Background: an optimization exercise with open tools, aiming at small area. Do not read the settings as production practice.
Where RTL was checked, it was by simulation tests only, not by an equivalence proof against the original.
No driver is modelled on the clock port, so clocking that relies on it looks cheaper here than on a real chip.
Power is estimated from default activity; no workload was simulated.

==> flow/design.v <==
`timescale 1ns / 1ps
module BridgeTop(Hclk, Hresetn, Hwrite, Hreadyin, Hreadyout, Hwdata, Haddr, Htrans,
                Prdata, Penable, Pwrite, Pselx, Paddr, Pwdata, Hresp, Hrdata);
input Hclk, Hresetn, Hwrite, Hreadyin;
input [1:0] Htrans;
input [31:0] Hwdata, Haddr, Prdata;
output reg Penable, Pwrite, Hreadyout;
output [1:0] Hresp;
output [2:0] Pselx;
output reg [31:0] Paddr, Pwdata;
output [31:0] Hrdata;
assign Hrdata = Prdata;
assign Hresp = 2'b00;
localparam [2:0] S_IDLE   = 3'b000,
                 S_WWAIT  = 3'b001,
                 S_READ   = 3'b011,
                 S_WRITE  = 3'b111,
                 S_WRITEP = 3'b101,
                 S_ENABLE = 3'b100,
                 S_WEPR   = 3'b110,
                 S_WEPW   = 3'b010;
wire in_win = Haddr[31] & ~Haddr[30] & ~Haddr[29] & ~Haddr[28] & ~(Haddr[27] & Haddr[26]);
wire valid  = Hreadyin & Htrans[1] & in_win;
reg  [1:0] psel_q;
wire [1:0] selc = in_win ? {Haddr[27] | Haddr[26], ~Haddr[26]} : 2'b00;
assign Pselx = {psel_q[1] & psel_q[0], psel_q[1] & ~psel_q[0], ~psel_q[1] & psel_q[0]};
reg [2:0] state, state_n;
reg [31:0] a_q, d_q;
always @(*) begin
    case (state)
        S_WWAIT, S_WEPW: state_n = valid ? S_WRITEP : S_WRITE;
        S_READ:          state_n = S_ENABLE;
        S_WRITE:         state_n = ~valid ? S_ENABLE : (Hwrite ? S_WEPW : S_WEPR);
        S_WRITEP:        state_n = Hwrite ? S_WEPW : S_WEPR;
        S_WEPR:          state_n = S_READ;
        default:         state_n = ~valid ? S_IDLE : (Hwrite ? S_WWAIT : S_READ);
    endcase
end
wire st_rd  = (state == S_READ);
wire st_wr  = (state == S_WRITE) | (state == S_WRITEP);
wire st_en  = (state == S_ENABLE) | (state == S_WEPR) | (state == S_WEPW);
wire st_sel = ~((state == S_IDLE) | (state == S_WWAIT));
wire hold   = (state == S_WEPW) & valid;
wire ld_a  = st_rd | st_wr;
wire ld_d  = st_wr;
wire a_new = Hresetn & ~hold;
wire a_old = Hresetn & hold;
wire p_new = Hresetn & ld_a;
wire p_old = Hresetn & ~ld_a;
wire w_new = Hresetn & ld_d;
wire w_old = Hresetn & ~ld_d;
always @(posedge Hclk) begin
    a_q    <= ({32{a_new}} & Haddr)  | ({32{a_old}} & a_q);
    d_q    <= ({32{a_new}} & Hwdata) | ({32{a_old}} & d_q);
    Paddr  <= ({32{p_new}} & a_q)    | ({32{p_old}} & Paddr);
    Pwdata <= ({32{w_new}} & d_q)    | ({32{w_old}} & Pwdata);
end
always @(posedge Hclk) begin
    if (~Hresetn) begin
        state      <= S_IDLE;
        Pwrite     <= 1'b0;
        psel_q     <= 2'b00;
        Penable    <= 1'b0;
        Hreadyout  <= 1'b0;
    end else begin
        state      <= state_n;
        if (ld_a)
            Pwrite <= st_wr;
        psel_q     <= st_sel ? selc : 2'b00;
        Penable    <= st_en;
        Hreadyout  <= ~ld_a;
    end
end
endmodule
Settings: LEC_CHECK=0, CAP_MARGIN=20, CORE_MARGIN=2, CORE_UTILIZATION=40, GPL_TIMING_DRIVEN=0, SLEW_MARGIN=20, BUFFER_PORTS_ARGS=-buffer_cell sky130_fd_sc_hd__buf_1, POST_FLOORPLAN_TCL=/design/flow/flow/downsize.tcl, CTS_ARGS=-sink_clustering_enable -repair_clock_nets -dont_use_dummy_load -buf_list sky130_fd_sc_hd__clkbuf_4 -root_buf sky130_fd_sc_hd__clkbuf_8; clock period 3.0 ns.
standard.sh (not shown) runs the stock make flow with config.mk's settings and CLKGATE_MAP_FILE= SYNTH_SCRIPT=/design/flow/synth_recipe.tcl, a recipe that flattens the netlist after the stock synthesis.
==> flow/flow/run.sh <==
#!/bin/bash
# Own flow: the standard ORFS layout (standard.sh) with extra settings
# appended to config.mk from flow/extra.mk:
#  - port buffers from sky130_fd_sc_hd__buf_1 (every port still gets one),
#  - combinational cells from synthesis set to their smallest drive before
#    placement (repair_design and repair_timing upsize where needed),
#  - clock tree options.
# Each tool's full output is in standard_flow.log and the ORFS logs under orfs/logs.
set -euo pipefail
FLOWDIR=$(cd "$(dirname "${BASH_SOURCE[0]}")" && pwd)
sed "s#@FLOWDIR@#$FLOWDIR#g" "$FLOWDIR/extra.mk" >> config.mk
bash standard.sh > standard_flow.log 2>&1
Other scripts of this flow, unchanged in this note and not shown: flow/flow/downsize.tcl, flow/flow/extra.mk
Then changed:
--- a/flow/design.v
+++ b/flow/design.v
@@ -6,24 +6,22 @@
 input [31:0] Hwdata, Haddr, Prdata;
 output reg Penable, Pwrite, Hreadyout;
 output [1:0] Hresp;
-output [2:0] Pselx;
+output reg [2:0] Pselx;
 output reg [31:0] Paddr, Pwdata;
 output [31:0] Hrdata;
 assign Hrdata = Prdata;
 assign Hresp = 2'b00;
 localparam [2:0] S_IDLE   = 3'b000,
                  S_WWAIT  = 3'b001,
-                 S_READ   = 3'b011,
-                 S_WRITE  = 3'b111,
-                 S_WRITEP = 3'b101,
-                 S_ENABLE = 3'b100,
+                 S_READ   = 3'b010,
+                 S_WRITE  = 3'b011,
+                 S_WRITEP = 3'b100,
+                 S_ENABLE = 3'b101,
                  S_WEPR   = 3'b110,
-                 S_WEPW   = 3'b010;
+                 S_WEPW   = 3'b111;
 wire in_win = Haddr[31] & ~Haddr[30] & ~Haddr[29] & ~Haddr[28] & ~(Haddr[27] & Haddr[26]);
 wire valid  = Hreadyin & Htrans[1] & in_win;
-reg  [1:0] psel_q;
-wire [1:0] selc = in_win ? {Haddr[27] | Haddr[26], ~Haddr[26]} : 2'b00;
-assign Pselx = {psel_q[1] & psel_q[0], psel_q[1] & ~psel_q[0], ~psel_q[1] & psel_q[0]};
+wire [2:0] selx = in_win ? {Haddr[27], Haddr[26], ~(Haddr[27] | Haddr[26])} : 3'b000;
 reg [2:0] state, state_n;
 reg [31:0] a_q, d_q;
 always @(*) begin
@@ -59,14 +57,14 @@
     if (~Hresetn) begin
         state      <= S_IDLE;
         Pwrite     <= 1'b0;
-        psel_q     <= 2'b00;
+        Pselx      <= 3'b000;
         Penable    <= 1'b0;
         Hreadyout  <= 1'b0;
     end else begin
         state      <= state_n;
         if (ld_a)
             Pwrite <= st_wr;
-        psel_q     <= st_sel ? selc : 2'b00;
+        Pselx      <= st_sel ? selx : 3'b000;
         Penable    <= st_en;
         Hreadyout  <= ~ld_a;
     end
After rerunning:
- The changed run went through all stages and came out clean
- flip-flop and latch count went up by 1
- maximum frequency went up by about 5%
- routed wire length went up by 12%
- final cell count went up by 2.0%
- global-route usage went up by 0.99 points
- synthesized area went up by about 5%
- non-clock buffer count went down by 1
- via count went up by 5.2%
- worst setup slack is better by 0.12 ns
- cell area went up by about 2%
- combinational power went up to 4.0 times its value

========
v6:
// BridgeTop: RTL as listed in full above, without the edits since
Settings: LEC_CHECK=0, CAP_MARGIN=20, CORE_MARGIN=2, CORE_UTILIZATION=40, GPL_TIMING_DRIVEN=0, SLEW_MARGIN=20, BUFFER_PORTS_ARGS=-buffer_cell sky130_fd_sc_hd__buf_1, POST_FLOORPLAN_TCL=/design/flow/flow/downsize.tcl, CTS_ARGS=-sink_clustering_enable -repair_clock_nets -dont_use_dummy_load -buf_list sky130_fd_sc_hd__clkbuf_4 -root_buf sky130_fd_sc_hd__clkbuf_8, PRE_CTS_TCL=/design/flow/flow/mycts.tcl, MYCTS_BUF=sky130_fd_sc_hd__clkbuf_16, MYCTS_K=4; clock period 3.0 ns.
Scripts as last shown in full above: flow/flow/run.sh
Other scripts of this flow, unchanged in this note and not shown: flow/flow/downsize.tcl, flow/flow/extra.mk, flow/flow/mycts.tcl
v6 closes out successfully: all stages finished, all timing, DRC and antenna checks passed.
[inputs] v7 vs v6
--- a/flow/design.v
+++ b/flow/design.v
@@ -3,13 +3,13 @@
                 Prdata, Penable, Pwrite, Pselx, Paddr, Pwdata, Hresp, Hrdata);
 input Hclk, Hresetn, Hwrite, Hreadyin;
 input [1:0] Htrans;
 input [31:0] Hwdata, Haddr, Prdata;
 output reg Penable, Pwrite, Hreadyout;
 output [1:0] Hresp;
-output [2:0] Pselx;
+output reg [2:0] Pselx;
 output reg [31:0] Paddr, Pwdata;
 output [31:0] Hrdata;
 assign Hrdata = Prdata;
 assign Hresp = 2'b00;
 localparam [2:0] S_IDLE   = 3'b000,
                  S_WWAIT  = 3'b001,
@@ -18,15 +18,13 @@
                  S_WRITEP = 3'b101,
                  S_ENABLE = 3'b100,
                  S_WEPR   = 3'b110,
                  S_WEPW   = 3'b010;
 wire in_win = Haddr[31] & ~Haddr[30] & ~Haddr[29] & ~Haddr[28] & ~(Haddr[27] & Haddr[26]);
 wire valid  = Hreadyin & Htrans[1] & in_win;
-reg  [1:0] psel_q;
-wire [1:0] selc = in_win ? {Haddr[27] | Haddr[26], ~Haddr[26]} : 2'b00;
-assign Pselx = {psel_q[1] & psel_q[0], psel_q[1] & ~psel_q[0], ~psel_q[1] & psel_q[0]};
+wire [2:0] selx = in_win ? {Haddr[27], Haddr[26], ~(Haddr[27] | Haddr[26])} : 3'b000;
 reg [2:0] state, state_n;
 reg [31:0] a_q, d_q;
 always @(*) begin
     case (state)
         S_WWAIT, S_WEPW: state_n = valid ? S_WRITEP : S_WRITE;
         S_READ:          state_n = S_ENABLE;
@@ -56,19 +54,19 @@
     Pwdata <= ({32{w_new}} & d_q)    | ({32{w_old}} & Pwdata);
 end
 always @(posedge Hclk) begin
     if (~Hresetn) begin
         state      <= S_IDLE;
         Pwrite     <= 1'b0;
-        psel_q     <= 2'b00;
+        Pselx      <= 3'b000;
         Penable    <= 1'b0;
         Hreadyout  <= 1'b0;
     end else begin
         state      <= state_n;
         if (ld_a)
             Pwrite <= st_wr;
-        psel_q     <= st_sel ? selc : 2'b00;
+        Pselx      <= st_sel ? selx : 3'b000;
         Penable    <= st_en;
         Hreadyout  <= ~ld_a;
     end
 end
 endmodule
v6 ran to completion and came out clean on the timing, DRC and antenna checks.
v7: no failed stages, no open violations at the end
Per the comparison of v7 with v6, sequential cell area share saw an increase, switching portion of total power moved up.
On core occupancy in the finished layout, v6 and v7 are basically level.
Min number of vias per cell after detailed routing across v6 and v7: v6
On area overhead of the layout relative to synthesis: v7 sits above v6.
Re routed wire length: v7 is 170 um up on v6.
Comparing number of global-route vias before repair for v6 and v7, the smaller number came from v6.
v7: fraction of area in multi-input gates 0.40 points below v6
Function not checked in v7: the RTL went through the layout flow alone.

========
Another version of the RTL of BridgeTop (not shown whole).
Size: about 380 cells after synthesis.
==> module BridgeTop, before the edit <==
module BridgeTop(Hclk, Hresetn, Hwrite, Hreadyin, Hreadyout, Hwdata, Haddr, Htrans,
                Prdata, Penable, Pwrite, Pselx, Paddr, Pwdata, Hresp, Hrdata);
input Hclk, Hresetn, Hwrite, Hreadyin;
input [1:0] Htrans;
input [31:0] Hwdata, Haddr, Prdata;
output reg Penable, Pwrite, Hreadyout;
output [1:0] Hresp;
output reg [2:0] Pselx;
output reg [31:0] Paddr, Pwdata;
output [31:0] Hrdata;
assign Hrdata = Prdata;
assign Hresp = 2'b00;
localparam ST_IDLE     = 3'b000,
           ST_WWAIT    = 3'b001,
           ST_READ     = 3'b010,
           ST_WRITE    = 3'b011,
           ST_WRITEP   = 3'b100,
           ST_RENABLE  = 3'b101,
           ST_WENABLE  = 3'b110,
           ST_WENABLEP = 3'b111;
wire in_win = Haddr[31] & ~Haddr[30] & ~Haddr[29] & ~Haddr[28] & ~(Haddr[27] & Haddr[26]);
wire valid  = Hreadyin & Htrans[1] & in_win;
wire [2:0] selx = in_win ? {Haddr[27], Haddr[26], ~(Haddr[27] | Haddr[26])} : 3'b000;
reg [2:0] state, state_n;
reg Hwrite_reg;
reg [31:0] a_q, d_q;
always @(*) begin
    case (state)
        ST_IDLE, ST_RENABLE, ST_WENABLE:
            state_n = ~valid ? ST_IDLE : (Hwrite ? ST_WWAIT : ST_READ);
        ST_WWAIT:    state_n = valid ? ST_WRITEP : ST_WRITE;
        ST_READ:     state_n = ST_RENABLE;
        ST_WRITE:    state_n = valid ? ST_WENABLEP : ST_WENABLE;
        ST_WRITEP:   state_n = ST_WENABLEP;
        default:     state_n = ~Hwrite_reg ? ST_READ : (valid ? ST_WRITEP : ST_WRITE);
    endcase
end
wire st_rd  = (state == ST_READ);
wire st_wr  = (state == ST_WRITE) | (state == ST_WRITEP);
wire st_en  = (state == ST_RENABLE) | (state == ST_WENABLE) | (state == ST_WENABLEP);
wire st_sel = ~((state == ST_IDLE) | (state == ST_WWAIT));
wire hold   = (state == ST_WENABLEP) & valid & Hwrite_reg;
wire ld_a  = st_rd | st_wr;
wire ld_d  = st_wr;
wire a_new = Hresetn & ~hold;
wire a_old = Hresetn & hold;
wire p_new = Hresetn & ld_a;
wire p_old = Hresetn & ~ld_a;
wire w_new = Hresetn & ld_d;
wire w_old = Hresetn & ~ld_d;
always @(posedge Hclk) begin
    Hwrite_reg <= Hwrite;
    a_q    <= ({32{a_new}} & Haddr)  | ({32{a_old}} & a_q);
    d_q    <= ({32{a_new}} & Hwdata) | ({32{a_old}} & d_q);
    Paddr  <= ({32{p_new}} & a_q)    | ({32{p_old}} & Paddr);
    Pwdata <= ({32{w_new}} & d_q)    | ({32{w_old}} & Pwdata);
end
always @(posedge Hclk) begin
    if (~Hresetn) begin
        state      <= ST_IDLE;
        Pwrite     <= 1'b0;
        Pselx      <= 3'b000;
        Penable    <= 1'b0;
        Hreadyout  <= 1'b0;
    end else begin
        state      <= state_n;
        if (ld_a)
            Pwrite <= st_wr;
        Pselx      <= st_sel ? selx : 3'b000;
        Penable    <= st_en;
        Hreadyout  <= ~ld_a;
    end
end
endmodule
clock: 3.0 ns
lec_check: 0
cap_margin: 20
core_margin: 2
core_utilization: 40
slew_margin: 20
buffer_ports_args: -buffer_cell sky130_fd_sc_hd__buf_1
post_floorplan_tcl: /design/flow/flow/downsize.tcl
cts_args: -sink_clustering_enable -repair_clock_nets -dont_use_dummy_load -buf_list sky130_fd_sc_hd__clkbuf_4 -root_buf sky130_fd_sc_hd__clkbuf_8
==> flow/flow/downsize.tcl <==
# Set every combinational cell to the smallest drive strength of its family.
# Flip-flops keep the cell synthesis gave them.
set block [ord::get_db_block]
set db [ord::get_db]
set n 0
foreach inst [$block getInsts] {
  set m [[$inst getMaster] getName]
  if {![regexp {^(sky130_fd_sc_hd__[a-z0-9]+)_([0-9]+)$} $m -> base drive]} { continue }
  if {[regexp {__(df|edf|sdf|sedf|dl|conb|tap|fill|decap|diode|clk)} $m]} { continue }
  set best $m
  set best_area [[$inst getMaster] getArea]
  foreach d {0 1 2} {
    set cand "${base}_$d"
    if {$cand eq $m} { continue }
    set cm [$db findMaster $cand]
    if {$cm eq "NULL" || $cm eq ""} { continue }
    if {[$cm getArea] < $best_area} {
      set best $cand
      set best_area [$cm getArea]
    }
  }
  if {$best ne $m} {
    replace_cell [$inst getName] $best
    incr n
  }
}
puts "downsize.tcl: resized $n cells"
==> flow/flow/extra.mk <==
export BUFFER_PORTS_ARGS = -buffer_cell sky130_fd_sc_hd__buf_1
export POST_FLOORPLAN_TCL = @FLOWDIR@/downsize.tcl
export CTS_ARGS = -sink_clustering_enable -repair_clock_nets -dont_use_dummy_load -buf_list sky130_fd_sc_hd__clkbuf_4 -root_buf sky130_fd_sc_hd__clkbuf_8
Scripts as last shown in full above: flow/flow/run.sh
==> next run, changes <==
==> flow/design.v (replaced) <==
`timescale 1ns / 1ps
module BridgeTop(Hclk, Hresetn, Hwrite, Hreadyin, Hreadyout, Hwdata, Haddr, Htrans,
                Prdata, Penable, Pwrite, Pselx, Paddr, Pwdata, Hresp, Hrdata);
input Hclk, Hresetn, Hwrite, Hreadyin;
input [1:0] Htrans;
input [31:0] Hwdata, Haddr, Prdata;
output reg Penable, Pwrite, Hreadyout;
output [1:0] Hresp;
output reg [2:0] Pselx;
output reg [31:0] Paddr, Pwdata;
output [31:0] Hrdata;
assign Hrdata = Prdata;
assign Hresp = 2'b00;
localparam [2:0] S_IDLE   = 3'b000,
                 S_WWAIT  = 3'b001,
                 S_READ   = 3'b010,
                 S_WRITE  = 3'b011,
                 S_WRITEP = 3'b100,
                 S_ENABLE = 3'b101,
                 S_WEPR   = 3'b110,
                 S_WEPW   = 3'b111;
wire in_win = Haddr[31] & ~Haddr[30] & ~Haddr[29] & ~Haddr[28] & ~(Haddr[27] & Haddr[26]);
wire valid  = Hreadyin & Htrans[1] & in_win;
wire [2:0] selx = in_win ? {Haddr[27], Haddr[26], ~(Haddr[27] | Haddr[26])} : 3'b000;
reg [2:0] state, state_n;
reg [31:0] a_q, d_q;
always @(*) begin
    case (state)
        S_WWAIT, S_WEPW: state_n = valid ? S_WRITEP : S_WRITE;
        S_READ:          state_n = S_ENABLE;
        S_WRITE:         state_n = ~valid ? S_ENABLE : (Hwrite ? S_WEPW : S_WEPR);
        S_WRITEP:        state_n = Hwrite ? S_WEPW : S_WEPR;
        S_WEPR:          state_n = S_READ;
        default:         state_n = ~valid ? S_IDLE : (Hwrite ? S_WWAIT : S_READ);
    endcase
end
wire st_rd  = (state == S_READ);
wire st_wr  = (state == S_WRITE) | (state == S_WRITEP);
wire st_en  = (state == S_ENABLE) | (state == S_WEPR) | (state == S_WEPW);
wire st_sel = ~((state == S_IDLE) | (state == S_WWAIT));
wire hold   = (state == S_WEPW) & valid;
wire ld_a  = st_rd | st_wr;
wire ld_d  = st_wr;
wire a_new = Hresetn & ~hold;
wire a_old = Hresetn & hold;
wire p_new = Hresetn & ld_a;
wire p_old = Hresetn & ~ld_a;
wire w_new = Hresetn & ld_d;
wire w_old = Hresetn & ~ld_d;
always @(posedge Hclk) begin
    a_q    <= ({32{a_new}} & Haddr)  | ({32{a_old}} & a_q);
    d_q    <= ({32{a_new}} & Hwdata) | ({32{a_old}} & d_q);
    Paddr  <= ({32{p_new}} & a_q)    | ({32{p_old}} & Paddr);
    Pwdata <= ({32{w_new}} & d_q)    | ({32{w_old}} & Pwdata);
end
always @(posedge Hclk) begin
    if (~Hresetn) begin
        state      <= S_IDLE;
        Pwrite     <= 1'b0;
        Pselx      <= 3'b000;
        Penable    <= 1'b0;
        Hreadyout  <= 1'b0;
    end else begin
        state      <= state_n;
        if (ld_a)
            Pwrite <= st_wr;
        Pselx      <= st_sel ? selx : 3'b000;
        Penable    <= st_en;
        Hreadyout  <= ~ld_a;
    end
end
endmodule
What happened: Hold slack is better by 15 ps. Power grows slightly. Critical path depth increases by 1. Fmax came out lower slightly. Final area is about the same. Sequential share of layout area is lower by 0.37 points. Cell count climbs slightly.
The RTL of the first run of this note was laid out without a check of its function.

[static timing again, ports no longer ideal]
The flow's constraints put no driver on any port. The routed layouts listed below were extracted and timed again, unchanged, in two steps. Step 1 assumes that a clkbuf_16 drives the clock port and a buf_2 every other input. Step 2 times the ports against the registers' clock, not the clock port: input delays grow and output delays shrink by t, the midpoint of the rising clock arrivals with the driver on. Three values: ideal, step 1, step 2; two values: the first two.
run	t (ns)	setup WS [ns]	worst setup path at the end	worst register clock-pin slew, ns
the first run of note 1	0.418	0.629 / 0.637 / 0.219	input to register	0.12 / 0.12
the second run of note 1	0.416	0.747 / 0.757 / 0.341	input to register	0.11 / 0.11
v6	0.255	0.416 / 0.476 / 0.221	input to register	0.12 / 0.12
v7	0.254	0.461 / 0.521 / 0.267	input to register	0.12 / 0.12
the first run of note 3	0.428	0.880 / 0.878 / 0.450	input to register	0.11 / 0.11
the second run of note 3	0.428	0.858 / 0.864 / 0.436	input to register	0.10 / 0.10
After both steps setup and hold are still met in every run listed. The setup slack of the first run of note 3, which loses most, moves by -0.002 ns with the drivers and by -0.430 ns with both steps.
